Context: an optimization exercise on an open-source flow, tuned for small area, a short achievable clock period and few clock cycles. The choices shown serve that exercise and are no tape-out recipe.
At most, simulation tests tie the RTL to the original design; equivalence was not proved.
Power is estimated from default activity; no workload was simulated.

main:
==> flow/design.v (excerpt) <==
module simple_cpu
#(parameter DATA_WIDTH = 32)(
  input clk,
  input rstn,
  output [DATA_WIDTH-1:0] imem_addr,
  input  [DATA_WIDTH-1:0] imem_rdata,
  output [DATA_WIDTH-1:0] dmem_addr,
  output [DATA_WIDTH-1:0] dmem_wdata,
  output [3:0]            dmem_wstrb,
  output                  dmem_re,
  input  [DATA_WIDTH-1:0] dmem_rdata
);
wire [31:0] f_inst = imem_rdata;
wire [6:0]  f_op   = f_inst[6:0];
wire [4:0]  f_rd   = f_inst[11:7];
wire [2:0]  f_f3   = f_inst[14:12];
wire [4:0]  f_rs1  = f_inst[19:15];
wire [4:0]  f_rs2  = f_inst[24:20];
wire        f_f7b5 = f_inst[30];
wire f_is_op     = (f_op == 7'b0110011);
wire f_is_opimm  = (f_op == 7'b0010011);
wire f_is_load   = (f_op == 7'b0000011);
wire f_is_store  = (f_op == 7'b0100011);
wire f_is_branch = (f_op == 7'b1100011);
wire f_is_jalr   = (f_op == 7'b1100111);
wire f_is_jal    = (f_op == 7'b1101111);
wire f_is_lui    = (f_op == 7'b0110111);
wire f_is_auipc  = (f_op == 7'b0010111);
wire f_wr = (f_is_op | f_is_opimm | f_is_load | f_is_jalr | f_is_jal | f_is_lui | f_is_auipc)
            & (f_rd != 5'd0);
wire f_tk_eq  = f_is_branch & (f_f3 == 3'b000);
  ...
Size in the first run: roughly 5400 cells after synthesis, roughly 1200 flip-flops, roughly 170 I/O pins, roughly 0.062 mm^2 of cells after synthesis.
clock: 10.0 ns
lec_check: 0
cap_margin: 20
core_margin: 2
core_utilization: 40
setup_slack_margin: 5
slew_margin: 20
standard.sh (not shown) runs the stock make flow with config.mk's settings and CLKGATE_MAP_FILE= SYNTH_SCRIPT=/design/flow/synth_recipe.tcl, a recipe that flattens the netlist after the stock synthesis.
==> flow/flow/run.sh <==
#!/bin/bash
# Own layout flow: the standard flow (standard.sh) with two changes:
# the ports are buffered with buf_2 cells instead of the slow delay cell that
# buffer_ports picks by default, and CTS inserts no dummy loads.
set -euo pipefail
export BUFFER_PORTS_ARGS="-buffer_cell sky130_fd_sc_hd__buf_2"
export CTS_ARGS="-sink_clustering_enable -repair_clock_nets -dont_use_dummy_load"
bash standard.sh > standard_flow.log 2>&1
Changes in the feature branch relative to main:
--- a/flow/design.v
+++ b/flow/design.v
@@ -145,14 +145,14 @@
 end
 reg [31:0] rv1;          
 reg [31:0] rv2;          
 reg [31:0] agu;          
 reg [31:0] tgt;          
 reg [31:0] pc4;          
-reg [7:0]  c_eq;         
-reg [7:0]  c_lt;         
+reg [3:0]  c_eq;         
+reg [3:0]  c_lt;         
 reg        c_eq31;       
 reg        c_lts31;      
 reg        c_ltu31;      
 reg [4:0]  rd;
 reg [2:0]  funct3;
 reg        wr;           
@@ -174,18 +174,18 @@
 wire f_hit2 = wr & (rd == f_rs2);
 wire [31:0] f_rv1 = f_hit1 ? wb_data : rf_rd1;
 wire [31:0] f_rv2 = f_hit2 ? wb_data : rf_rd2;
 wire f_stall = (f_is_load | f_is_store | f_is_jalr) & f_hit1;
 wire [31:0] f_beq = {~(f_rv1[30:0] ^ f_rv2[30:0]), 1'b1};
 wire [31:0] f_blt = {~f_rv1[30:0] & f_rv2[30:0], 1'b0};
-wire [7:0]  f_geq, f_glt;
+wire [3:0]  f_geq, f_glt;
 genvar gi;
 generate
-  for (gi = 0; gi < 8; gi = gi + 1) begin : cmp_grp
-    lt_tree #(.W(4)) m_glt (.lt_bit(f_blt[4*gi +: 4]), .eq_bit(f_beq[4*gi +: 4]), .lt(f_glt[gi]));
-    assign f_geq[gi] = &f_beq[4*gi +: 4];
+  for (gi = 0; gi < 4; gi = gi + 1) begin : cmp_grp
+    lt_tree #(.W(8)) m_glt (.lt_bit(f_blt[8*gi +: 8]), .eq_bit(f_beq[8*gi +: 8]), .lt(f_glt[gi]));
+    assign f_geq[gi] = &f_beq[8*gi +: 8];
   end
 endgenerate
 wire [31:0] f_agu = rf_rd1 + f_imm;       
 wire [31:0] f_tgt = next_pc + f_imm;
 wire [31:0] f_pc4 = next_pc + 32'd4;
 always @(posedge clk) begin
@@ -275,13 +275,13 @@
   c_lt    <= f_glt;
   c_eq31  <= ~(f_rv1[31] ^ f_rv2[31]);
   c_lts31 <= f_rv1[31] & ~f_rv2[31];
   c_ltu31 <= ~f_rv1[31] & f_rv2[31];
 end
 wire lt_low;
-lt_tree #(.W(8)) m_lt (.lt_bit(c_lt), .eq_bit(c_eq), .lt(lt_low));
+lt_tree #(.W(4)) m_lt (.lt_bit(c_lt), .eq_bit(c_eq), .lt(lt_low));
 wire br_eq  = c_eq31 & (&c_eq);
 wire br_lt  = c_lts31 | (c_eq31 & lt_low);
 wire br_ltu = c_ltu31 | (c_eq31 & lt_low);
 wire take = tk_always | (tk_eq & br_eq) | (tk_ne & ~br_eq) | (tk_lt & br_lt) |
             (tk_ge & ~br_lt) | (tk_ltu & br_ltu) | (tk_geu & ~br_ltu);
 wire [31:0] target = is_jalr ? agu : tgt;
--- outcome ---
- Sort main and the feature branch by total CTS buffers, ascending, and main comes first.
- Comparing main and the feature branch, fraction of layout cells with a size suffix above 1 is lower on the feature branch.
- Re clock skew: the feature branch is 0.0089 ns down on main.
- The feature branch vs main on depth of the worst register-to-register path: the feature branch is the higher one.
- The feature branch reached the end of the flow, and the finished layout is clean on the timing, DRC and antenna checks.
- Peak supply drop (higher): main
- In the feature branch the cell depth of the worst hold path turned out 2 lower than in main.
- The total inserted antenna cells in the feature branch was lower than what main gave.
- Combinational power went down by a few percent going from main to the feature branch.
- Against main, the final cell area of the feature branch is lower.
- Taking main as the reference, in the feature branch number of instances in the synthesized netlist now smaller; routed wire length now smaller; area inside the core boundary now smaller; chip height now smaller.
- Of main and the feature branch, the feature branch shows the higher compound-gate portion of the synthesized area, with main below it.
Testbench counts of the feature branch, summed over its fixed seeds: cycles 1,992,704.
The RTL of main was laid out without a check of its function.

* * *

Another version of the RTL of simple_cpu (not shown whole).
For scale: about 5600 cells after synthesis, about 1200 flip-flops, about 170 I/O pins.
Settings: LEC_CHECK=0, CAP_MARGIN=20, CORE_MARGIN=2, CORE_UTILIZATION=47, SETUP_SLACK_MARGIN=5, SLEW_MARGIN=50, SYNTH_HIERARCHICAL=1, SYNTH_MINIMUM_KEEP_SIZE=50, TNS_END_PERCENT=20; clock period 10.0 ns.
==> flow/flow/run.sh <==
#!/bin/bash
# Own layout flow: the standard flow (standard.sh) with two changes:
# the ports are buffered with buf_2 cells instead of the slow delay cell that
# buffer_ports picks by default, and CTS inserts no dummy loads and builds the tree from clkbuf_8 cells, up to 12 sinks per leaf.
set -euo pipefail
export BUFFER_PORTS_ARGS="-buffer_cell sky130_fd_sc_hd__buf_2"
export CTS_ARGS="-sink_clustering_enable -repair_clock_nets -dont_use_dummy_load -sink_clustering_size 12 -sink_clustering_max_diameter 60 -buf_list sky130_fd_sc_hd__clkbuf_8"
bash standard.sh > standard_flow.log 2>&1
Change:
--- a/flow/design.v
+++ b/flow/design.v
@@ -157,33 +157,28 @@
 wire [31:0] wb_data;
 wire [31:0] next_pc;     
 wire [31:0] rf_rd1, rf_rd2;
 reg [31:0] regs [1:31];
 always @(posedge clk) begin
   if (wr) regs[rd] <= wb_data;
 end
-wire [31:1] sel1 [0:3];
-wire [31:1] sel2 [0:3];
-genvar di;
-generate
-  for (di = 0; di < 4; di = di + 1) begin : rf_decs
-    rf_dec m_dec1 (.a(f_rs1), .y(sel1[di]));
-    rf_dec m_dec2 (.a(f_rs2), .y(sel2[di]));
-  end
-endgenerate
+wire [31:1] sel1_lo, sel1_hi, sel2_lo, sel2_hi;
+rf_dec m_dec1_lo (.a(f_rs1), .y(sel1_lo));
+rf_dec m_dec1_hi (.a(f_rs1), .y(sel1_hi));
+rf_dec m_dec2_lo (.a(f_rs2), .y(sel2_lo));
+rf_dec m_dec2_hi (.a(f_rs2), .y(sel2_hi));
 reg [31:0] rf_rd1_r, rf_rd2_r;
-integer ri, bi;
+integer ri;
 always @(*) begin
   rf_rd1_r = 32'd0;
   rf_rd2_r = 32'd0;
-  for (ri = 1; ri < 32; ri = ri + 1)
-    for (bi = 0; bi < 4; bi = bi + 1) begin
-      rf_rd1_r[8*bi +: 8] = rf_rd1_r[8*bi +: 8] | ({8{sel1[bi][ri]}} & regs[ri][8*bi +: 8]);
-      rf_rd2_r[8*bi +: 8] = rf_rd2_r[8*bi +: 8] | ({8{sel2[bi][ri]}} & regs[ri][8*bi +: 8]);
-    end
+  for (ri = 1; ri < 32; ri = ri + 1) begin
+    rf_rd1_r = rf_rd1_r | {{16{sel1_hi[ri]}} & regs[ri][31:16], {16{sel1_lo[ri]}} & regs[ri][15:0]};
+    rf_rd2_r = rf_rd2_r | {{16{sel2_hi[ri]}} & regs[ri][31:16], {16{sel2_lo[ri]}} & regs[ri][15:0]};
+  end
 end
 assign rf_rd1 = rf_rd1_r;
 assign rf_rd2 = rf_rd2_r;
 wire f_use_rs2 = f_is_op | f_is_store | f_is_branch;
 wire f_hit1 = wr & (rd == f_rs1);
 wire f_hit2 = wr & (rd == f_rs2);
 wire [31:0] f_rv1 = f_hit1 ? wb_data : rf_rd1;
Outcome:
- die area goes down slightly
- clock skew went down by 5.2 ps
- clock power is about the same
- critical path depth increases by 1
- via count went down by a few percent
- core utilization went down by 0.29 points
Testbench counts after the change, summed over its fixed seeds: cycles 1,992,704.
The RTL of the first run of this note was laid out without a check of its function.

-- afterwards: timing with drivers on the ports --
Ports are ideal in the flow. The routed layouts listed here were re-timed in OpenROAD.
Step 1, drivers: a clkbuf_16 drives clk and a buf_2 each remaining input, both assumed.
Step 2, shift: input delay + t, output delay - t, t = (earliest + latest rising clock arrival at the registers) / 2. This alone moves slack from input paths to output paths.
Slacks: ideal ports / drivers / drivers and shift; pairs: ideal ports / drivers.
run | shift t [ns] | setup WS [ns] | worst register clock-pin slew, ns | worst slew at a driven data input, ns | pins driven straight from the clock port
main | 0.852 | 4.625 / 4.478 / 3.626 | 0.08 / 0.08 | 0.24 | 1
the feature branch | 0.843 | 4.710 / 4.637 / 3.794 | 0.07 / 0.07 | 0.19 | 1
the first run of note 2 | 0.951 | 4.888 / 4.806 / 3.855 | 0.09 / 0.09 | 0.28 | 1
the second run of note 2 | 0.986 | 4.906 / 4.874 / 3.890 | 0.10 / 0.10 | 0.14 | 1
After both steps setup and hold are still met in every run listed. The setup slack of the first run of note 2, which loses most, moves by -0.082 ns with the drivers and by -1.033 ns with both steps.
